This design comes from an exercise in tuning for small area and a short achievable clock period on the open sky130 flow, not from production work. Function was checked by simulation only, so behaviour that the tests miss may differ from the original. Power is estimated from default activity; no workload was simulated.

==> trial 73: inputs <==
==> flow/design.v <==
module fadd_align(a, b, x, y, cin, emax, sa, snov);
input [31:0] a, b;
output [23:0] x, y;
output cin;
output [7:0] emax;
output sa;
output snov;
wire [7:0] ea = a[30:23];
wire [7:0] eb = b[30:23];
wire [7:0] g0 = eb & ~ea;
wire [7:0] e0 = ~(ea ^ eb);
wire [3:0] g1, e1;
wire [1:0] g2, e2;
genvar i;
generate for (i = 0; i < 4; i = i + 1) begin : c1
  assign g1[i] = g0[2*i+1] | (e0[2*i+1] & g0[2*i]);
  assign e1[i] = e0[2*i+1] & e0[2*i];
end endgenerate
generate for (i = 0; i < 2; i = i + 1) begin : c2
  assign g2[i] = g1[2*i+1] | (e1[2*i+1] & g1[2*i]);
  assign e2[i] = e1[2*i+1] & e1[2*i];
end endgenerate
wire b_gt = g2[1] | (e2[1] & g2[0]);
wire eq = e2[1] & e2[0];
wire [7:0] dab = ea - eb;
wire [7:0] dba = eb - ea;
wire [7:0] d = b_gt ? dba : dab;
wire [22:0] fl = b_gt ? b[22:0] : a[22:0];
wire [22:0] fs = b_gt ? a[22:0] : b[22:0];
wire sl = b_gt ? b[31] : a[31];
wire ss = b_gt ? a[31] : b[31];
assign emax = b_gt ? eb : ea;
wire big = |d[7:5];
wire [23:0] m0 = {1'b1, fs};
wire [23:0] t0 = d[0] ? {1'd0, m0[23:1]} : m0;
wire [23:0] t1 = d[1] ? {2'd0, t0[23:2]} : t0;
wire [23:0] t2 = d[2] ? {4'd0, t1[23:4]} : t1;
wire [23:0] t3 = d[3] ? {8'd0, t2[23:8]} : t2;
wire [23:0] t4 = d[4] ? {16'd0, t3[23:16]} : t3;
wire [23:0] S = big ? 24'd0 : t4;
wire szero = (d >= 8'd24);
assign cin = ss;
wire [22:0] orp;   
assign orp[0] = fl[0];
generate for (i = 1; i < 23; i = i + 1) begin : po
  assign orp[i] = orp[i-1] | fl[i];
end endgenerate
assign x[0] = fl[0];
assign x[22:1] = fl[22:1] ^ ({22{sl}} & orp[21:0]);
assign x[23] = ~(sl & orp[22]);
assign y = S ^ {24{ss}};
assign snov = eq ? (a[31] ^ b[31]) : sl;
assign sa = (szero & ss) ? snov : a[31];
endmodule
module fadd_sum(x, y, cin, emax, sa, snov, z);
input [23:0] x, y; input cin; input [7:0] emax; input sa, snov; output [31:0] z;
wire [24:0] g0, p0;
assign g0 = {x & y, cin};
assign p0 = {x ^ y, 1'b0};
wire gg0 = g0[1] | (p0[1] & g0[0]);
wire gg1 = g0[3] | (p0[3] & g0[2]);
wire pp1 = p0[3] & p0[2];
wire gg2 = g0[5] | (p0[5] & g0[4]);
wire pp2 = p0[5] & p0[4];
wire gg3 = g0[7] | (p0[7] & g0[6]);
wire pp3 = p0[7] & p0[6];
wire gg4 = g0[9] | (p0[9] & g0[8]);
wire pp4 = p0[9] & p0[8];
wire gg5 = g0[11] | (p0[11] & g0[10]);
wire pp5 = p0[11] & p0[10];
wire gg6 = g0[13] | (p0[13] & g0[12]);
wire pp6 = p0[13] & p0[12];
wire gg7 = g0[15] | (p0[15] & g0[14]);
wire pp7 = p0[15] & p0[14];
wire gg8 = g0[17] | (p0[17] & g0[16]);
wire pp8 = p0[17] & p0[16];
wire gg9 = g0[19] | (p0[19] & g0[18]);
wire pp9 = p0[19] & p0[18];
wire gg10 = g0[21] | (p0[21] & g0[20]);
wire pp10 = p0[21] & p0[20];
wire gg11 = g0[23] | (p0[23] & g0[22]);
wire pp11 = p0[23] & p0[22];
wire gg12 = g0[2] | (p0[2] & gg0);
wire gg13 = gg1 | (pp1 & gg0);
wire gg14 = g0[6] | (p0[6] & gg2);
wire pp14 = p0[6] & pp2;
wire gg15 = gg3 | (pp3 & gg2);
wire pp15 = pp3 & pp2;
wire gg16 = g0[10] | (p0[10] & gg4);
wire pp16 = p0[10] & pp4;
wire gg17 = gg5 | (pp5 & gg4);
wire pp17 = pp5 & pp4;
wire gg18 = g0[14] | (p0[14] & gg6);
wire pp18 = p0[14] & pp6;
wire gg19 = gg7 | (pp7 & gg6);
wire pp19 = pp7 & pp6;
wire gg20 = g0[18] | (p0[18] & gg8);
wire pp20 = p0[18] & pp8;
wire gg21 = gg9 | (pp9 & gg8);
wire pp21 = pp9 & pp8;
wire gg22 = g0[22] | (p0[22] & gg10);
wire pp22 = p0[22] & pp10;
wire gg23 = gg11 | (pp11 & gg10);
wire pp23 = pp11 & pp10;
wire gg24 = g0[4] | (p0[4] & gg13);
wire gg25 = gg2 | (pp2 & gg13);
wire gg26 = gg14 | (pp14 & gg13);
wire gg27 = gg15 | (pp15 & gg13);
wire gg28 = g0[12] | (p0[12] & gg17);
wire pp28 = p0[12] & pp17;
wire gg29 = gg6 | (pp6 & gg17);
wire pp29 = pp6 & pp17;
wire gg30 = gg18 | (pp18 & gg17);
wire pp30 = pp18 & pp17;
wire gg31 = gg19 | (pp19 & gg17);
wire pp31 = pp19 & pp17;
wire gg32 = g0[20] | (p0[20] & gg21);
wire pp32 = p0[20] & pp21;
wire gg33 = gg10 | (pp10 & gg21);
wire pp33 = pp10 & pp21;
wire gg34 = gg22 | (pp22 & gg21);
wire pp34 = pp22 & pp21;
wire gg35 = gg23 | (pp23 & gg21);
wire pp35 = pp23 & pp21;
wire gg36 = g0[8] | (p0[8] & gg27);
wire gg37 = gg4 | (pp4 & gg27);
wire gg38 = gg16 | (pp16 & gg27);
wire gg39 = gg17 | (pp17 & gg27);
wire gg40 = gg28 | (pp28 & gg27);
wire gg41 = gg29 | (pp29 & gg27);
wire gg42 = gg30 | (pp30 & gg27);
wire gg43 = gg31 | (pp31 & gg27);
wire gg44 = g0[24] | (p0[24] & gg35);
wire pp44 = p0[24] & pp35;
wire gg45 = g0[16] | (p0[16] & gg43);
wire gg46 = gg8 | (pp8 & gg43);
wire gg47 = gg20 | (pp20 & gg43);
wire gg48 = gg21 | (pp21 & gg43);
wire gg49 = gg32 | (pp32 & gg43);
wire gg50 = gg33 | (pp33 & gg43);
wire gg51 = gg34 | (pp34 & gg43);
wire gg52 = gg35 | (pp35 & gg43);
wire gg53 = gg44 | (pp44 & gg43);
wire [22:0] s;
assign s[0] = p0[1] ^ g0[0];
assign s[1] = p0[2] ^ gg0;
assign s[2] = p0[3] ^ gg12;
assign s[3] = p0[4] ^ gg13;
assign s[4] = p0[5] ^ gg24;
assign s[5] = p0[6] ^ gg25;
assign s[6] = p0[7] ^ gg26;
assign s[7] = p0[8] ^ gg27;
assign s[8] = p0[9] ^ gg36;
assign s[9] = p0[10] ^ gg37;
assign s[10] = p0[11] ^ gg38;
assign s[11] = p0[12] ^ gg39;
assign s[12] = p0[13] ^ gg40;
assign s[13] = p0[14] ^ gg41;
assign s[14] = p0[15] ^ gg42;
assign s[15] = p0[16] ^ gg43;
assign s[16] = p0[17] ^ gg45;
assign s[17] = p0[18] ^ gg46;
assign s[18] = p0[19] ^ gg47;
assign s[19] = p0[20] ^ gg48;
assign s[20] = p0[21] ^ gg49;
assign s[21] = p0[22] ^ gg50;
assign s[22] = p0[23] ^ gg51;
wire s24 = gg53;
assign z = {s24 ? sa : snov, emax, s};
endmodule
module float_adder(a, b, z);
input [31:0] a, b;
output [31:0] z;
wire [23:0] x, y;
wire cin, sa, snov;
wire [7:0] emax;
fadd_align u_align(.a(a), .b(b), .x(x), .y(y), .cin(cin), .emax(emax), .sa(sa),
                   .snov(snov));
fadd_sum u_sum(.x(x), .y(y), .cin(cin), .emax(emax), .sa(sa), .snov(snov), .z(z));
endmodule
module fadd_top(clk, a, b, z);
input clk;
input [31:0] a, b;
output [31:0] z;
wire [23:0] x_d, y_d;
wire cin_d, sa_d, snov_d;
wire [7:0] emax_d;
reg [23:0] x_q, y_q;
reg cin_q, sa_q, snov_q;
reg [7:0] emax_q;
fadd_align u_align(.a(a), .b(b), .x(x_d), .y(y_d), .cin(cin_d), .emax(emax_d),
                   .sa(sa_d), .snov(snov_d));
always @(posedge clk) begin
  x_q <= x_d;
  y_q <= y_d;
  cin_q <= cin_d;
  emax_q <= emax_d;
  sa_q <= sa_d;
  snov_q <= snov_d;
end
fadd_sum u_sum(.x(x_q), .y(y_q), .cin(cin_q), .emax(emax_q), .sa(sa_q),
               .snov(snov_q), .z(z));
endmodule
==> flow/flow/run.sh <==
#!/bin/bash
# Standard ORFS layout (the standard.sh), with the I/O port buffers made
# from small buf_1 cells instead of the default clkdlybuf4s50_1 delay cells.
set -euo pipefail
export BUFFER_PORTS_ARGS="-buffer_cell sky130_fd_sc_hd__buf_1"
bash standard.sh > standard_flow.log 2>&1
==> flow/standard.sh <==
#!/bin/bash
# synth_recipe.tcl (not shown) runs the flow's synth.tcl, then flattens the netlist and writes it again
# the make line also repeats each setting of config.mk as NAME=value (left out here)
make -C /OpenROAD-flow-scripts/flow DESIGN_CONFIG=/design/flow/config.mk WORK_HOME=/design/flow/orfs CLKGATE_MAP_FILE= SYNTH_SCRIPT=/design/flow/synth_recipe.tcl "${@:-finish}"
==> flow/config.mk <==
export PLATFORM = sky130hd
export DESIGN_NAME = fadd_top
export DESIGN_NICKNAME = fadd_top
export VERILOG_FILES = /design/flow/design.v
export SDC_FILE = /design/flow/constraint.sdc
export NUM_CORES = 4
export LEC_CHECK = 0
export ABC_AREA = 1
export CAP_MARGIN = 20
export CORE_MARGIN = 2
export CORE_UTILIZATION = 60
export SETUP_SLACK_MARGIN = 3.6
export SLEW_MARGIN = 20
==> flow/constraint.sdc <==
create_clock -name core_clock -period 8.5 [get_ports {clk}]
set_input_delay 1.7000 -clock core_clock [delete_from_list [all_inputs] [get_ports {clk}]]
set_output_delay 1.7000 -clock core_clock [all_outputs]
set_load 0.01 [all_outputs]
==> build 71: changes against trial 73 <==
- GPL_TIMING_DRIVEN: not set -> 0
==> trial 49: changes against trial 73 <==
- ABC_AREA: 1 -> not set
- CORE_UTILIZATION: 60 -> 70
- SETUP_SLACK_MARGIN: 3.6 -> 3.5
==> notes.md <==
Most frequent standard cell in the layout excluding fill and tap cells: trial 49 buf_1; trial 73 nand2_1; build 71 nand2_1
Share of the synthesized area in compound gates (AO/OA/AOI/OAI): trial 49 14.0%; trial 73 16.0%; build 71 16.0%
Global routing usage on met3: trial 49 4.19%; trial 73 3.26%; build 71 4.96%
Net switching fraction of the power: trial 49 43.8%; trial 73 45.1%; build 71 48.4%
Number of standard cells in the layout, taps in and fillers out: trial 49 818; trial 73 1009; build 71 1032
Total power of the final layout: trial 49 1.49 mW; trial 73 1.60 mW; build 71 1.72 mW
Adder and majority gate portion of the synthesized area: trial 49 11.6%; trial 73 11.7%; build 71 11.7%
Vias in the first global route: trial 49 5023; trial 73 5053; build 71 5624
GRT met2 Usage: trial 49 61.9%; trial 73 51.9%; build 71 63.4%
Stages on the worst setup path: trial 49 11; trial 73 16; build 71 18
Core Footprint: trial 49 7610 sq um; trial 73 8720 sq um; build 71 8720 sq um
Transition time of the tightest slew-check pin: trial 49 0.871 ns; trial 73 1.04 ns; build 71 0.797 ns
Final Hold Slack: trial 49 1.62 ns; trial 73 1.62 ns; build 71 1.60 ns
Data arrival, critical path: trial 49 3.19 ns; trial 73 3.08 ns; build 71 3.37 ns
Final core area utilization: trial 49 82.7%; trial 73 72.5%; build 71 73.1%
Result of the run: trial 49 timing/DRC/antenna clean; trial 73 timing/DRC/antenna clean; build 71 timing/DRC/antenna clean
Clock-pin slew on the worst setup and hold paths: trial 49 0.08 ns; trial 73 0.07 ns; build 71 0.07 ns
Hold path endpoint: trial 49 emax_q[3]$_DFF_P_; trial 73 emax_q[7]$_DFF_P_; build 71 emax_q[7]$_DFF_P_
Share of cell area taken by flip-flops and latches: trial 49 18.8%; trial 73 18.8%; build 71 18.6%
Synth-to-layout area growth: trial 49 15.7%; trial 73 17.5%; build 71 18.5%
Met3 routed WL: trial 49 1090 um; trial 73 885 um; build 71 1530 um
Summed area of non-filler cells in the final layout: trial 49 6290 sq um; trial 73 6320 sq um; build 71 6370 sq um
Total number of vias: trial 49 5226; trial 73 5573; build 71 6044
Total power divided by cell area: trial 49 236 nW/um^2; trial 73 253 nW/um^2; build 71 269 nW/um^2
Min Clock Period, post-route: trial 49 4.89 ns; trial 73 4.78 ns; build 71 5.07 ns
Count of TritonRoute iterations in the first routing pass: trial 49 5; trial 73 5; build 71 7
Row Count: trial 49 32; trial 73 34; build 71 34

-- afterwards: timing with drivers on the ports --
In the flow no input, the clock included, has a driving cell. The finished layouts below were timed again as built, in two steps.
Step 1: set_driving_cell puts a clkbuf_16 on clk and a buf_2 on each other input, an assumption about the parent block.
Step 2 also shifts input and output timing later by t, the mid clock arrival at the registers, as if the neighbouring blocks saw the same clock.
Slacks: no drivers / after step 1 / after step 2; pairs: no drivers / after step 1.
| run | shift t [ns] | slack for setup (ns) | worst data-port slew with drivers (ns) |
|---|---|---|---|
| trial 73 | 0.372 | 3.723 / 3.689 / 3.431 | 0.04 |
| build 71 | 0.373 | 3.428 / 3.392 / 3.159 | 0.05 |
| trial 49 | 0.364 | 3.610 / 3.579 / 3.285 | 0.04 |
After both steps every run listed still meets setup and hold. The setup slack of trial 49, which loses most, moves by -0.031 ns with the drivers and by -0.325 ns with both steps.
